From an optimization exercise on the open Yosys and OpenROAD flow, aimed at small area, a short achievable clock period and few clock cycles; shortcuts taken in it are not production practice.
No run shown here included a check of the RTL's function; only the layout flow was run.

==> flow/design.v (outline; a module is shown in full before it is edited, if it fits) <==
// module neural: 2760 lines
// module accum: 548 lines
// module classfier: 16 lines
// module nnctrl: 173 lines
module nnctrl ( reset, clk, input_signal, in, category,
                ram_addr, ram_we, ram_wdata, ram_rdata, rom_addr, rom_rdata,
                done, ready, score0, score1 ) ;
	input 		reset, clk ;
	input		input_signal ;
	input[31:0] in ;
	output 		category ;
	output[10:0]	ram_addr ;
	output		ram_we ;
	output[31:0]	ram_wdata ;
	input[31:0]	ram_rdata ;
	output[16:0]	rom_addr ;
	input[31:0]	rom_rdata ;
	output reg	done ;
	output reg	ready ;
	output[31:0]	score0, score1 ;
	localparam INIT = 2'd0, IN = 2'd1, COMP = 2'd2, FIN = 2'd3 ;
	reg [1:0]	state ;
	reg [1:0]	icnt ;
	reg		isig_d ;
	reg		we ;
	reg		f0_en, f0_bias ;	 
	reg [2:1]	f_en ;
	reg [5:1]	f_bias ;
	reg [10:0]	addr_ram ;
	reg [16:0]	addr_rom ;
	reg [6:0]	m ;			 
	reg [15:0]	one_r, two_r, neg_r ;	 
	reg [14:0]	xe_r ;
	reg		sa_r ;
	reg [31:0]	wr ;
	reg [62:12]	sr, cr, tr, ur ;	 
	reg		cl_r ;	 
	reg [31:0]	acc, res ;
	assign ram_addr = addr_ram ;
	assign ram_we = we ;
	assign ram_wdata = res ;
	assign rom_addr = addr_rom ;
	assign score0 = res ;
	assign score1 = acc ;
	wire		en = f_en[2] ;
	wire [32:0]	xb = { ram_rdata, 1'b0 } ;
	wire [15:0]	one_d, two_d, neg_d ;
	genvar j ;
	generate for ( j = 0 ; j < 16 ; j = j+1 ) begin : enc
		wire x1 = xb[2*j+2], x0 = xb[2*j+1], xm = xb[2*j] ;
		assign one_d[j] = en & ( x0 ^ xm ) ;
		assign two_d[j] = ( en & ( ( x1 & ~x0 & ~xm ) | ( ~x1 & x0 & xm ) ) ) | ( j == 15 && f_bias[2] ) ;
		assign neg_d[j] = en & x1 & ~( x0 & xm ) ;
	end endgenerate
	wire [62:12]	tsr, tcr, ttr, tur ;
  // ...
==> flow/flow/run.sh <==
#!/bin/bash
set -euo pipefail
W=$(pwd)
R=$W/orfs/results/$FLOW_PLATFORM/nnctrl/base
bash standard.sh synth > synth.log 2>&1
cp $R/1_2_yosys.v $W/synth_standard.v
python3 $W/flow/polarity.py $W/synth_standard.v $W/synth_polarity.v > polarity.log 2>&1
python3 $W/flow/fastfa.py $W/synth_polarity.v $R/1_2_yosys.v 2.8 '^\\?[sctu]r\[' > fastfa.log 2>&1
rm -f $R/1_synth.odb
bash standard.sh finish SETUP_SLACK_MARGIN=7.2 TNS_END_PERCENT=100 > layout.log 2>&1
==> flow/flow/fastfa.py <==
#!/usr/bin/env python3
"""Replace timing-critical full adders by a faster equivalent.

A sky130 fa cell is slow from every input (about 0.4-0.5 ns).  With
p = a ^ b, a full adder is also  sum = p ^ c,  cout = maj(a, b, c): the late
input c reaches sum through one XOR2 and cout through one MAJ3.
This script estimates arrival times with a simple delay model, and replaces
the full adders on the slowest paths by that form (with the latest input as
c) until the estimated critical path stops improving or reaches TARGET.

usage: fastfa.py in.v out.v [target_ns [endpoint_regex]] [-v]
"""
import re, sys, collections

src = open(sys.argv[1]).read()
TARGET = float(sys.argv[3]) if len(sys.argv) > 3 else 0.0
cell_re = re.compile(r'^(\s*)(sky130_fd_sc_hd__\w+)\s+(\S+)\s*\((.*?)\);\s*$', re.S | re.M)
pin_re = re.compile(r'\.(\w+)\(((?:\\\S+\s)|[^()]*?)\)', re.S)
cells = []
for m in cell_re.finditer(src):
    pins = {}
    for pm in pin_re.finditer(m.group(4)):
        pins[pm.group(1)] = pm.group(2).strip()
    cells.append([m.group(2), m.group(3), pins, m.span()])

OUTPINS = {'X', 'Y', 'SUM', 'COUT', 'Q', 'Q_N', 'HI', 'LO'}
def base(t):
    return t.split('__')[-1].rsplit('_', 1)[0]
SEQ = lambda t: base(t).startswith(('df', 'edf', 'sdf'))

driver = {}
loads = collections.defaultdict(list)
for i, c in enumerate(cells):
    for p, n in c[2].items():
        if not n:
            continue
        if p in OUTPINS:
            driver[n] = (i, p)
        else:
            loads[n].append((i, p))

DFA = {'SUM': 0.47, 'COUT': 0.40}
def cdelay(t, outpin):
    b = base(t)
    if b == 'fa':
        return DFA[outpin]
    if b == 'ha':
        return 0.30 if outpin == 'SUM' else 0.25
    if b in ('inv', 'clkinv'):
        return 0.06
    if b in ('buf', 'clkbuf'):
        return 0.15
    if b in ('xor2', 'xnor2'):
        return 0.17
    if SEQ(t):
        return 0.40
    return 0.22

def fo_pen(n):
    return 0.015 * max(0, len(loads[n]) - 1)

# fast[i] = name of the input pin used as the late input
fast = {}

def arrivals():
    arr = {}
    order = []
    # topological by DFS from each net
    sys.setrecursionlimit(100000)
    def net_arr(n):
        if n in arr:
            return arr[n]
        arr[n] = 0.0
        if n not in driver:
            arr[n] = 0.3   # primary input (port) or constant
            return arr[n]
        i, p = driver[n]
        t = cells[i][0]
        if SEQ(t):
            arr[n] = cdelay(t, p) + fo_pen(n)
            return arr[n]
        ins = {q: net_arr(m) for q, m in cells[i][2].items() if q not in OUTPINS and m}
        if i in fast:
            L = fast[i]
            others = [q for q in ('A', 'B', 'CIN') if q != L]
            tp = max(ins[q] for q in others) + 0.17
            if p == 'SUM':
                v = max(tp, ins[L]) + 0.17
            else:
                v = max(ins.values()) + 0.33
        else:
            v = (max(ins.values()) if ins else 0.0) + cdelay(t, p)
        arr[n] = v + fo_pen(n)
        return arr[n]
    for n in list(driver):
        net_arr(n)
    return arr

EPRE = re.compile(sys.argv[4] if len(sys.argv) > 4 and not sys.argv[4].startswith('-') else '.')
def endpoints():
    eps = []
    for i, c in enumerate(cells):
        if SEQ(c[0]) and EPRE.search(c[1]):
            for p, n in c[2].items():
                if p not in OUTPINS and p not in ('CLK',) and n:
                    eps.append(n)
    return eps

def crit_fas(arr, tmax, eps):
    # required times backward
    req = collections.defaultdict(lambda: 1e9)
    for n in eps:
        req[n] = min(req[n], tmax)
    # process nets in decreasing arrival order
    nets = sorted(arr, key=lambda n: -arr[n])
    crit = []
    for n in nets:
        if n not in driver or req[n] >= 1e9:
            continue
        i, p = driver[n]
        t = cells[i][0]
        if SEQ(t):
            continue
        r_out = req[n] - fo_pen(n)
        for q, m in cells[i][2].items():
            if q in OUTPINS or not m:
                continue
            if i in fast:
                d = (0.17 if q == fast[i] else 0.34) if p == 'SUM' else 0.33
            else:
                d = cdelay(t, p)
            req[m] = min(req[m], r_out - d)
        if base(t) == 'fa' and i not in fast and arr[n] > r_out - 0.02:
            crit.append(i)
    return crit

eps = endpoints()
arr = arrivals()
t0 = max(arr[n] for n in eps if n in arr)
best = t0
for it in range(40):
    arr = arrivals()
    tmax = max(arr[n] for n in eps if n in arr)
    if tmax <= TARGET:
        break
    crit = crit_fas(arr, tmax, eps)
    if not crit:
        break
    for i in set(crit):
        ins = {q: arr.get(m, 0.0) for q, m in cells[i][2].items() if q in ('A', 'B', 'CIN')}
        fast[i] = max(ins, key=ins.get)
arr = arrivals()
t1 = max(arr[n] for n in eps if n in arr)
sys.stderr.write('fastfa: estimated critical %.2f -> %.2f ns, %d of %d full adders replaced\n'
                 % (t0, t1, len(fast), sum(1 for c in cells if base(c[0]) == 'fa')))

def q(n):
    return n + (' ' if n.startswith('\\') else '')
out = []
pos = 0
k = 0
for i, c in enumerate(cells):
    s, e = c[3]
    out.append(src[pos:s])
    pos = e
    if i not in fast:
        out.append(src[s:e])
        continue
    L = fast[i]
    a1, a2 = [c[2][x] for x in ('A', 'B', 'CIN') if x != L]
    cc = c[2][L]
    pn = '_ffp%d_' % k
    k += 1
    nm = c[1].lstrip('\\').strip()
    txt = '  wire %s;\n' % pn
    txt += '  sky130_fd_sc_hd__xor2_1 \\%s_p  (\n    .A(%s),\n    .B(%s),\n    .X(%s)\n  );\n' % (nm, q(a1), q(a2), pn)
    if c[2].get('SUM'):
        txt += '  sky130_fd_sc_hd__xor2_1 \\%s_s  (\n    .A(%s),\n    .B(%s),\n    .X(%s)\n  );\n' % (nm, pn, q(cc), q(c[2]['SUM']))
    if c[2].get('COUT'):
        txt += '  sky130_fd_sc_hd__maj3_1 \\%s_c  (\n    .A(%s),\n    .B(%s),\n    .C(%s),\n    .X(%s)\n  );' % (nm, q(a1), q(a2), q(cc), q(c[2]['COUT']))
    out.append(txt)
out.append(src[pos:])
open(sys.argv[2], 'w').write(''.join(out))
if '-v' in sys.argv:
    n = max((n for n in eps if n in arr), key=lambda n: arr[n])
    while n in driver:
        i, p = driver[n]
        sys.stderr.write('  %.2f %s %s %s%s\n' % (arr[n], cells[i][0].split('__')[-1], cells[i][1], p, ' FAST' if i in fast else ''))
        if SEQ(cells[i][0]):
            break
        ins = [(arr.get(m, 0), m) for q2, m in cells[i][2].items() if q2 not in OUTPINS and m]
        n = max(ins)[1]
==> flow/flow/polarity.py <==
#!/usr/bin/env python3
"""Inverter removal around full adders in a flat gate-level Verilog netlist.

A full adder is self-dual: FA(~a, ~b, ~c) = (~sum, ~cout).  An XOR2 can be
swapped for an XNOR2 to complement its output.  This script chooses, for every
full adder and XOR/XNOR gate, whether to complement it so that the number of
inverters needed between cells is smallest, then rewrites the netlist.
Registers and every other cell are left as they are.

usage: polarity.py in.v out.v
"""
import re, sys, random, collections

src = open(sys.argv[1]).read()

# ---- parse the module body into cell instances
mod_m = re.search(r'^module\s+(\S+)\s*\((.*?)\);', src, re.S | re.M)
cell_re = re.compile(r'^(\s*)(sky130_fd_sc_hd__\w+)\s+(\S+)\s*\((.*?)\);\s*$', re.S | re.M)
pin_re = re.compile(r'\.(\w+)\(((?:\\\S+\s)|[^()]*?)\)', re.S)

cells = []          # [type, name, {pin: net}, span]
for m in cell_re.finditer(src):
    pins = {}
    for pm in pin_re.finditer(m.group(4)):
        pins[pm.group(1)] = pm.group(2).strip()
    cells.append([m.group(2), m.group(3), pins, m.span()])

OUTPINS = {'X', 'Y', 'SUM', 'COUT', 'Q', 'Q_N', 'HI', 'LO'}

def base(t):
    return t.split('__')[-1].rsplit('_', 1)[0]

def is_inv(c):
    return base(c[0]) in ('inv', 'clkinv')

def is_buf(c):
    return base(c[0]) in ('buf', 'clkbuf')

# nets used outside cell pins (assign statements, ports): frozen
frozen_nets = set()
for a in re.findall(r'^\s*assign\s+(.*?);', src, re.M | re.S):
    for tok in re.findall(r'(\\\S+|[A-Za-z_][\w$]*(?:\[\d+\])?)', a):
        frozen_nets.add(tok)
port_names = set(re.findall(r'(?:input|output|inout)\s+(?:\[[^\]]*\]\s*)?(\S+?)\s*;', src))

def net_frozen(n):
    b = n.split('[')[0] if not n.startswith('\\') else n
    return n in frozen_nets or b in frozen_nets or b in port_names

driver = {}
loads = collections.defaultdict(list)
for i, c in enumerate(cells):
    for p, n in c[2].items():
        if p in OUTPINS:
            driver[n] = (i, p)
        else:
            loads[n].append((i, p))

# ---- root of every net through inverter chains
def root(n):
    par = 0
    seen = 0
    while n in driver and (is_inv(cells[driver[n][0]]) or is_buf(cells[driver[n][0]])):
        par ^= is_inv(cells[driver[n][0]])
        n = cells[driver[n][0]][2]['A']
        seen += 1
        if seen > 50:
            raise SystemExit('inverter loop')
    return n, par

# ---- signals: root net -> consumers (non-inverter pins) with parity
groups = collections.defaultdict(lambda: {'cons': [], 'nets': set(), 'invs': []})
for i, c in enumerate(cells):
    if is_inv(c) or is_buf(c):
        r, par = root(c[2]['A'])
        g = groups[r]
        g['invs'].append(i)
        g['nets'].add(c[2]['Y' if is_inv(c) else 'X'])
        continue
    for p, n in c[2].items():
        if p in OUTPINS:
            continue
        r, par = root(n)
        groups[r]['cons'].append((i, p, par))
        groups[r]['nets'].add(n)

FLIPFA = lambda c: base(c[0]) == 'fa'
FLIPX = lambda c: base(c[0]) in ('xor2', 'xnor2')

flip = {}
for i, c in enumerate(cells):
    if FLIPFA(c) or FLIPX(c):
        flip[i] = 0

opt_groups = {}
for r, g in groups.items():
    if not g['invs'] and not any(cells[i][0] and FLIPFA(cells[i]) for i, p, q in g['cons']) \
            and not (r in driver and driver[r][0] in flip):
        continue
    nets = set(g['nets']) | {r}
    if any(net_frozen(n) for n in nets) or r not in driver:
        # frozen signal: its driver and consumers keep polarity only if we
        # never flip them; mark them unflippable
        for i, p, q in g['cons']:
            flip.pop(i, None)
        if r in driver:
            flip.pop(driver[r][0], None)
        continue
    opt_groups[r] = g

# consumers that are fixed-polarity are fine; flippable driver of a frozen net removed above
cell_groups = collections.defaultdict(set)
for r, g in opt_groups.items():
    d = driver[r][0]
    cell_groups[d].add(r)
    for i, p, q in g['cons']:
        cell_groups[i].add(r)

def gcost(r):
    g = opt_groups[r]
    fd = flip.get(driver[r][0], 0)
    for i, p, q in g['cons']:
        pc = flip.get(i, 0) if FLIPFA(cells[i]) else 0
        if q ^ fd ^ pc:
            return 1
    return 0

before = sum(len(g['invs']) for g in opt_groups.values())
cur = {r: gcost(r) for r in opt_groups}
random.seed(1)
import math
order = list(flip)
best = dict(flip); bestc = sum(cur.values()); total = bestc
T = 2.0
for step in range(400000):
    i = order[random.randrange(len(order))]
    gs = cell_groups[i]
    old = sum(cur[r] for r in gs)
    flip[i] ^= 1
    new = {r: gcost(r) for r in gs}
    d = sum(new.values()) - old
    if d <= 0 or random.random() < math.exp(-d / T):
        cur.update(new)
        total += d
        if total < bestc:
            bestc = total; best = dict(flip)
    else:
        flip[i] ^= 1
    T = max(0.02, 2.0 * (1 - step / 300000.0))
flip = best
cur = {r: gcost(r) for r in opt_groups}
after = sum(cur.values())
sys.stderr.write('polarity: %d signals, inverters %d -> %d, flipped %d cells\n'
                 % (len(opt_groups), before, after, sum(flip.values())))

# ---- rewrite
remove = set()
newpins = {}           # (cell, pin) -> net
newcells = []
newwires = []
k = 0
for r, g in opt_groups.items():
    remove.update(g['invs'])
    fd = flip.get(driver[r][0], 0)
    inv_net = None
    for i, p, q in g['cons']:
        pc = flip.get(i, 0) if FLIPFA(cells[i]) else 0
        if q ^ fd ^ pc:
            if inv_net is None:
                inv_net = '_pol%d_' % k
                k += 1
                newwires.append(inv_net)
                newcells.append('  sky130_fd_sc_hd__inv_1 %s_i (\n    .A(%s),\n    .Y(%s)\n  );\n'
                                % (inv_net, r + (' ' if r.startswith('\\') else ''), inv_net))
            newpins[(i, p)] = inv_net
        else:
            newpins[(i, p)] = r

out = []
pos = 0
for i, c in enumerate(cells):
    s, e = c[3]
    out.append(src[pos:s])
    pos = e
    if i in remove:
        continue
    t = c[0]
    pins = dict(c[2])
    for p in list(pins):
        if (i, p) in newpins:
            pins[p] = newpins[(i, p)]
    if FLIPX(c) and flip.get(i, 0):
        if base(t) == 'xor2':
            t = t.replace('xor2', 'xnor2')
            pins['Y'] = pins.pop('X')
        else:
            t = t.replace('xnor2', 'xor2')
            pins['X'] = pins.pop('Y')
    body = ',\n'.join('    .%s(%s%s)' % (p, n, ' ' if n.startswith('\\') else '') for p, n in pins.items())
    out.append('  %s %s (\n%s\n  );' % (t, c[1], body))
out.append(src[pos:])
res = ''.join(out)
# declare new wires and add new inverters before endmodule
decl = ''.join('  wire %s;\n' % w for w in newwires)
em = res.rfind('endmodule')
res = res[:em] + decl + ''.join(newcells) + res[em:]
open(sys.argv[2], 'w').write(res)
==> flow/standard.sh <==
#!/bin/bash
# synth_recipe.tcl (not shown) runs the flow's synth.tcl, then flattens the netlist and writes it again
# the make line also repeats each setting of config.mk as NAME=value (left out here)
make -C /OpenROAD-flow-scripts/flow DESIGN_CONFIG=/design/flow/config.mk WORK_HOME=/design/flow/orfs CLKGATE_MAP_FILE= SYNTH_SCRIPT=/design/flow/synth_recipe.tcl "${@:-finish}"
==> flow/config.mk <==
export PLATFORM = sky130hd
export DESIGN_NAME = nnctrl
export DESIGN_NICKNAME = nnctrl
export VERILOG_FILES = /design/flow/design.v
export SDC_FILE = /design/flow/constraint.sdc
export NUM_CORES = 4
export LEC_CHECK = 0
export ABC_CLOCK_PERIOD_IN_PS = 3000
export CAP_MARGIN = 20
export CORE_MARGIN = 2
export CORE_UTILIZATION = 55
export SLEW_MARGIN = 20
==> flow/constraint.sdc <==
create_clock -name core_clock -period 11.0 [get_ports {clk}]
set_input_delay 2.2000 -clock core_clock [delete_from_list [all_inputs] [get_ports {clk}]]
set_output_delay 2.2000 -clock core_clock [all_outputs]
set_load 0.01 [all_outputs]
==> results by group, run 1 <==
Status
  • Outcome: complete, no violations

Worst setup path
  • Path depth of the worst reg2reg path: 21
  • Crit-path max cell delay: 0.45 ns
  • Critical path depth: 21
  • Cells along the critical path: ha_2 > inv_2 > a211oi_4 > buf_12 > nand2_4 > inv_2 > fa_1 > fa_2 > fa_2 > fa_2 > a211oi_2 > o21bai_2 > o41a_1 > a221o_2 > a21oi_4 > buf_12 > buf_6 > buf_6 > o21a_1 > o21ai_1 > xor2_1
  • Number of buffer and inverter instances along the worst setup path: 6

Global route
  • Wire length of the first global-routing pass: 178000 um
  • Global-route total usage across every layer: 35.4%
  • Busiest layer in global routing: met2
  • Met3 Track Usage GR: 9.38%

Drt
  • Highest signal layer in the routed design: met4
  • Mean number of vias per cell: 6.31
  • Iteration count of the initial detailed-routing pass: 7

Place
  • Pre-CTS setup slack: 5.50 ns

Finish
  • Layout area overhead: 17.0%
  • Multi-input logic area: 25500 um2
  • Fraction of final layout cells with drive strength greater than 1: 8.68%
  • Sequential cell count of the final layout: 419
  • Clk_buf instances: 71
  • Most common cell after layout, fill and taps aside: sky130_fd_sc_hd__a22oi_1
  • Multi-input gate share of total cell area: 62.8%
  • Design Area, Final: 40700 um2

Clock tree
  • Number of instances resized during post-cts repair: 88
  • Num CTS Buffers: 48
  • Clock root cell: sky130_fd_sc_hd__clkbuf_16

Die
  • Boundary Pins: 227

Logic synthesis
  • Synthesized area: 34800 um2

Timing
  • Tightest slew margin relative to the limit: 18.7%
  • Shortest period the worst path allows: 4.96 ns
  • Worst slack on hold paths: 0.348 ns

Worst hold path
  • Min-Delay Path Depth: 0
==> module nnctrl, before the edit <==
module nnctrl ( reset, clk, input_signal, in, category,
                ram_addr, ram_we, ram_wdata, ram_rdata, rom_addr, rom_rdata,
                done, ready, score0, score1 ) ;
	input 		reset, clk ;
	input		input_signal ;
	input[31:0] in ;
	output 		category ;
	output[10:0]	ram_addr ;
	output		ram_we ;
	output[31:0]	ram_wdata ;
	input[31:0]	ram_rdata ;
	output[16:0]	rom_addr ;
	input[31:0]	rom_rdata ;
	output reg	done ;
	output reg	ready ;
	output[31:0]	score0, score1 ;
	localparam INIT = 2'd0, IN = 2'd1, COMP = 2'd2, FIN = 2'd3 ;
	reg [1:0]	state ;
	reg [1:0]	icnt ;
	reg		isig_d ;
	reg		we ;
	reg		f0_en, f0_bias ;	 
	reg [2:1]	f_en ;
	reg [5:1]	f_bias ;
	reg [10:0]	addr_ram ;
	reg [16:0]	addr_rom ;
	reg [6:0]	m ;			 
	reg [15:0]	one_r, two_r, neg_r ;	 
	reg [14:0]	xe_r ;
	reg		sa_r ;
	reg [31:0]	wr ;
	reg [62:12]	sr, cr, tr, ur ;	 
	reg		cl_r ;	 
	reg [31:0]	acc, res ;
	assign ram_addr = addr_ram ;
	assign ram_we = we ;
	assign ram_wdata = res ;
	assign rom_addr = addr_rom ;
	assign score0 = res ;
	assign score1 = acc ;
	wire		en = f_en[2] ;
	wire [32:0]	xb = { ram_rdata, 1'b0 } ;
	wire [15:0]	one_d, two_d, neg_d ;
	genvar j ;
	generate for ( j = 0 ; j < 16 ; j = j+1 ) begin : enc
		wire x1 = xb[2*j+2], x0 = xb[2*j+1], xm = xb[2*j] ;
		assign one_d[j] = en & ( x0 ^ xm ) ;
		assign two_d[j] = ( en & ( ( x1 & ~x0 & ~xm ) | ( ~x1 & x0 & xm ) ) ) | ( j == 15 && f_bias[2] ) ;
		assign neg_d[j] = en & x1 & ~( x0 & xm ) ;
	end endgenerate
	wire [62:12]	tsr, tcr, ttr, tur ;
	wire		tcl ;
	neural aNeural ( .one(one_r), .two(two_r), .neg(neg_r), .xe(xe_r), .sa(sa_r), .w(wr), .r0(tsr), .r1(tcr), .r2(ttr), .r3(tur), .cl(tcl) ) ;
	reg		lc ;
	wire		resolve = f_bias[5] ;
	wire		clr = ( resolve && state != FIN ) || done || state == INIT ;
	wire [31:0]	a0 = clr ? 32'd0 : acc ;
	wire		lo_c ;
	wire [31:0]	acc_next ;
	accum aAccum ( .r0(sr), .r1(cr), .r2(tr), .r3(ur), .cl(cl_r), .a0(a0), .lc(lc), .acc_next(acc_next), .lo_c(lo_c) ) ;
	classfier classfier ( reset, clk, state == FIN && resolve, res, acc, category ) ;
	wire rise = input_signal & ~isig_d ;
	wire last = f0_en && ( addr_ram == 11'd999 || addr_ram == 11'd1124 ) ;
	always @( posedge clk ) begin
		one_r <= one_d ;
		two_r <= two_d ;
		neg_r <= neg_d ;
		xe_r <= en ? ram_rdata[14:0] : 15'd0 ;
		sa_r <= en & ram_rdata[31] ;
		wr <= rom_rdata ;
		sr <= tsr ;
		cr <= tcr ;
		tr <= ttr ;
		ur <= tur ;
		cl_r <= tcl ;
		acc <= acc_next ;
		lc <= lo_c ;
		if ( input_signal )
			res <= in ;
		else if ( resolve && state == COMP )
			res <= acc ;
	end
	always @( posedge clk ) begin
		if ( state == INIT || ( state == FIN && resolve ) ) begin
			addr_ram <= 11'd0 ;
			addr_rom <= 17'd0 ;
			m <= 7'd0 ;
		end
		else if ( state == IN || state == COMP ) begin
			if ( last ) begin
				addr_ram <= { 4'b1000, m } ;
				addr_rom <= addr_rom+1 ;
				m <= m+1 ;
			end
			else if ( f0_bias )
				addr_ram <= ( m >= 7'd100 ) ? 11'd1025 : 11'd0 ;
			else if ( f0_en ) begin
				addr_ram <= addr_ram+1 ;
				addr_rom <= addr_rom+1 ;
			end
		end
	end
	always @( posedge clk or posedge reset ) begin
		if ( reset ) begin
			state <= INIT ;
			icnt <= 2'd0 ;
			isig_d <= 1'b0 ;
			we <= 1'b0 ;
			f0_en <= 1'b0 ;
			f0_bias <= 1'b0 ;
			f_en <= 2'd0 ;
			f_bias <= 5'd0 ;
			done <= 1'b0 ;
			ready <= 1'b0 ;
		end
		else begin
			isig_d <= input_signal ;
			f_en <= { f_en[1], f0_en } ;
			f_bias <= { f_bias[4:1], f0_bias } ;
			done <= 1'b0 ;
			case ( state )
			INIT: begin
				icnt <= icnt+1 ;
				if ( icnt == 2'd3 ) begin
					state <= IN ;
					ready <= 1'b1 ;
				end
			end
			IN: begin
				if ( last ) begin
					f0_en <= 1'b0 ;
					f0_bias <= 1'b1 ;
					we <= 1'b1 ;
					state <= COMP ;
					ready <= 1'b0 ;
				end
				else begin
					f0_en <= rise ;
					we <= rise ;
				end
			end
			COMP: begin
				if ( last ) begin
					f0_en <= 1'b0 ;
					f0_bias <= 1'b1 ;
					we <= 1'b1 ;
				end
				else if ( f0_bias ) begin
					f0_bias <= 1'b0 ;
					we <= 1'b0 ;
					if ( m == 7'd102 ) begin
						f0_en <= 1'b0 ;
						state <= FIN ;
					end
					else
						f0_en <= 1'b1 ;
				end
				else begin
					f0_en <= 1'b1 ;
					we <= ( addr_ram == 11'd1123 ) && !m[0] ;
				end
			end
			FIN: begin
				if ( resolve ) begin
					done <= 1'b1 ;
					ready <= 1'b1 ;
					state <= IN ;
				end
			end
			endcase
		end
	end
endmodule
==> inputs of run 2 (changes only) <==
--- a/flow/design.v
+++ b/flow/design.v
@@ -3379,7 +3379,11 @@
 	neural aNeural ( .one(one_r), .two(two_r), .neg(neg_r), .xe(xe_r), .sa(sa_r), .w(wr), .r0(tsr), .r1(tcr), .r2(ttr), .r3(tur), .cl(tcl) ) ;
 	reg		lc ;
 	wire		resolve = f_bias[5] ;
-	wire		clr = ( resolve && state != FIN ) || done || state == INIT ;
+	reg		clr ;
+	wire		init_next = state == INIT && icnt != 2'd3 ;
+	wire		fin_next = ( state == COMP && f0_bias && m == 7'd102 ) || ( state == FIN && !resolve ) ;
+	wire		done_next = state == FIN && resolve ;
+	wire		clr_next = ( f_bias[4] && !fin_next ) || done_next || init_next ;
 	wire [31:0]	a0 = clr ? 32'd0 : acc ;
 	wire		lo_c ;
 	wire [31:0]	acc_next ;
@@ -3438,9 +3442,11 @@
 			f_bias <= 5'd0 ;
 			done <= 1'b0 ;
 			ready <= 1'b0 ;
+			clr <= 1'b1 ;
 		end
 		else begin
 			isig_d <= input_signal ;
+			clr <= clr_next ;
 			f_en <= { f_en[1], f0_en } ;
 			f_bias <= { f_bias[4:1], f0_bias } ;
 			done <= 1'b0 ;
==> run 2 against run 1 <==
  * Still clean
  * Hold slack better by 0.0026 ns
  * First-iteration DRC count up 6.3%
  * Register-to-register slack better by 0.80 ns
  * Fmax up 19%
  * Wire length up 0.50%
  * Flip-flop and latch count up 1
==> results by group, run 2 <==
Die
  • Number of placement rows: 92 (unchanged)
  • Die width: 256 um (was 255 um)
  • CORE AREA: 63000 um2 (was 62900 um2)
  • Full die area: 65600 um2 (was 65300 um2)
  • Die Height: 256 um (was 255 um)
  • Effective utilization at floorplan: 55.5% (was 55.3%)
  • Boundary Pins: 227 (unchanged)

Drt
  • Count of routing violations after the opening detailed-route iteration: 3062 (was 2880)
  • Final routed DRC violation total: 0 (unchanged)
  • Routed Antenna Nets: 0 (unchanged)
  • Detailed-route via count: 28700 (was 28200)
  • Mean number of vias per cell: 6.40 (was 6.31)
  • Sum of routed wire length over all layers: 118000 um (was 117000 um)
  • Detailed-route wire length per cell: 26.3 um (about the same)
  • Iteration count of the initial detailed-routing pass: 6 (was 7)

Global route
  • Remaining global-route overflow: 0 (unchanged)
  • Largest net degree at the start of global routing: 67 (unchanged)
  • Initial antenna violation count: 3 (was 1)
  • Wire length of the first global-routing pass: 179000 um (was 178000 um)
  • Number of global-route vias before repair: 30200 (was 29900)
  • Global-route total usage across every layer: 35.5% (was 35.4%)

Place
  • Cell Count Post-Placement: 4367 (was 4343)
  • DP Wirelength: 74800 um (was 71500 um)
  • Final GP Congestion: 0.866 (was 0.876)
  • Number of buffers added on ports: 226 (unchanged)

Logic synthesis
  • Average cell area after synthesis: 10.7 um2 (about the same)
  • Gate Count Post-Synth: 3268 (was 3257)
  • Count of synthesis-stage warnings from yosys: 2 (unchanged)
  • Post-Syn Nets: 3893 (was 3877)
  • Synthesized area: 35000 um2 (was 34800 um2)

Timing
  • Final Max Tran Viols: 0 (unchanged)
  • Worst slack on hold paths: 0.350 ns (was 0.348 ns)
  • Setup repair after global routing missed its margin: true (unchanged)
  • Fmax: 0.240 GHz (was 0.202 GHz)
  • Number of failing setup endpoints in the final timing report: 0 (unchanged)
  • Shortest period the worst path allows: 4.16 ns (was 4.96 ns)
  • Part of the cycle the worst path needs: 37.8% (was 45.1%)
  • Number of endpoints with negative hold slack in the final report: 0 (unchanged)
  • Tightest slew margin relative to the limit: 22.9% (was 18.7%)
  • Aggregate negative setup slack: 0 ns (unchanged)
  • Clk_skew: 0.0355 ns (was 0.0635 ns)
  • Worst slew pin tran: 1.16 ns (was 1.22 ns)

Clock tree
  • Clock root cell: sky130_fd_sc_hd__clkbuf_16 (unchanged)
  • Clock edge transition at the registers on the reported setup and hold paths: 0.06 ns (about the same)
  • Number of H-tree levels: 2 (unchanged)
  • Later-pin clock latency in the skew report: 0.62 ns (was 0.63 ns)
  • Num CTS Buffers: 47 (was 48)
  • Buffers from clock root to sink, at most: 3 (unchanged)
  • Total clock sinks: 420 (was 419)
  • TritonCTS clock tree: yes (unchanged)

Worst setup path
  • Crit-path max cell delay: 0.67 ns (was 0.45 ns)
  • Critical-path cell with the highest stage delay: sky130_fd_sc_hd__dfstp_4 (was sky130_fd_sc_hd__fa_2)
  • Type of the worst setup path: flip-flop to flip-flop (unchanged)
  • Startpoint Class: flip-flop (unchanged)
  • Arrival time of the worst setup path: 4.71 ns (was 5.48 ns)
  • Top fanout value on the critical path: 8 (was 4)
  • Req. time, crit path: 11.55 ns (was 11.52 ns)
  • Cells along the critical path: nand2b_4 > inv_2 > fa_1 > fa_2 > fa_1 > fa_2 > a21oi_2 > o211ai_1 > buf_4 > a211oi_2 > buf_4 > and3b_2 > o221ai_4 > o41a_1 > xnor2_1 (was ha_2 > inv_2 > a211oi_4 > buf_12 > nand2_4 > inv_2 > fa_1 > fa_2 > fa_2 > fa_2 > a211oi_2 > o21bai_2 > o41a_1 > a221o_2 > a21oi_4 > buf_12 > buf_6 > buf_6 > o21a_1 > o21ai_1 > xor2_1)
  • Category of the worst setup path capture point: flip-flop (unchanged)
  • Path depth of the worst reg2reg path: 15 (was 21)

Worst hold path
  • Class of the worst hold path: flip-flop to flip-flop (unchanged)
  • Min-Delay Path Depth: 0 (unchanged)

Finish
  • Total of fill cells in the finished design: 5099 (was 5162)
  • Multi-input logic area: 25700 um2 (was 25500 um2)
  • Post-layout nets: 4228 (was 4198)
  • Non-Filler Instances: 4486 (was 4464)
  • Fraction of final layout cells with drive strength greater than 1: 8.55% (was 8.68%)
  • Footprint of the flip-flops and latches: 8950 um2 (was 8940 um2)
  • Most common cell after layout, fill and taps aside: sky130_fd_sc_hd__a22oi_1 (unchanged)
  • Top library cells by usage in the layout, fill and taps aside: sky130_fd_sc_hd__a22oi_1, sky130_fd_sc_hd__xnor2_1, sky130_fd_sc_hd__xor2_1 (unchanged)
  • Layout area overhead: 16.7% (was 17.0%)
  • Final core utilization: 64.8% (about the same)

Run
  • Max-capacitance violation count: 0 (unchanged)

Status
  • Outcome: complete, no violations (unchanged)
==> run 2: routing by layer <==
layer,GRT usage [%],up-vias,routed length (um)
met4,16.0,0,5650
met3,9.83,451,13600
met5,0,-,0
met1,45.5,14200,45200
li1,-,12200,-
met2,55.8,1875,53400
==> run 2: timing repair <==
item | in CTS | in global routing
gates cloned | 0 | 0
endpoints found under the hold margin | 0 | 0
hold buffers | 0 | 0
buffers inserted | 21 | 12
resized for setup | 92 | 57
endpoints found under the setup margin | 75 | 48
pin swaps | 25 | 23
==> run 2: final timing paths <==
check                           slack (ns)                 end       from
worst max register to register        6.84             acc[30]        clr
worst min register to register        0.35           f_bias[4]  f_bias[3]
min in group asynchronous             2.04  classfier.category      reset
worst max-delay path                  6.84             acc[30]        clr
max in group asynchronous             8.49           f_bias[1]      reset
worst min-delay path                  0.35           f_bias[4]  f_bias[3]
==> run 2: metrics by stage <==
step	area, um2	setup slack (ns)
6_report	40800	6.84
2_1_floorplan	35000	7.11
3_5_place_dp	38600	6.18
5_1_grt	40800	6.70
4_1_cts	40500	6.80
3_3_place_gp	38600	6.23
==> run 2: worst max-delay path: cells and delay by family, from the launching register on <==
family          cells  cell delay (ns)
simple gates        2             0.39
xor+xnor            1             0.11
compound gates      5             0.85
flops               1             0.67
buf+inv             3             0.35
fa+ha+maj           4             1.71
==> run 2: cell type report <==
| type | count | share of cell area, % |
|---|---|---|
| Tap cell | 846 | 2.59 |
| Clock inverter | 17 | 0.533 |
| Clock buffer | 66 | 3.31 |
| Multi-Input combinational cell | 2679 | 62.9 |
| Antenna cell | 3 | 0.0184 |
| Sequential cell | 420 | 21.9 |
| Timing Repair Buffer | 325 | 7.54 |
| Inverter | 130 | 1.20 |

what the ideal ports hide:
In the flow no input, the clock included, has a driving cell. The finished layouts below were timed again as built, in two steps. Step 1, drivers: a clkbuf_16 drives clk and a buf_2 each remaining input, both assumed. Step 2 adds t to the input delays and takes it off the output delays; t is the mean of the earliest and latest rising clock arrival at the registers after step 1. Input paths then give back, and output paths get back, about the clock's delay inside the block. Slacks: no drivers / after step 1 / after step 2; pairs: no drivers / after step 1.
run | shift t [ns] | slack for setup (ns) | worst setup path at the end
run 1 | 0.668 | 6.043 / 6.043 / 6.043 | register to register
run 2 | 0.669 | 6.839 / 6.839 / 6.839 | register to register
After both steps every run listed still meets setup and hold.
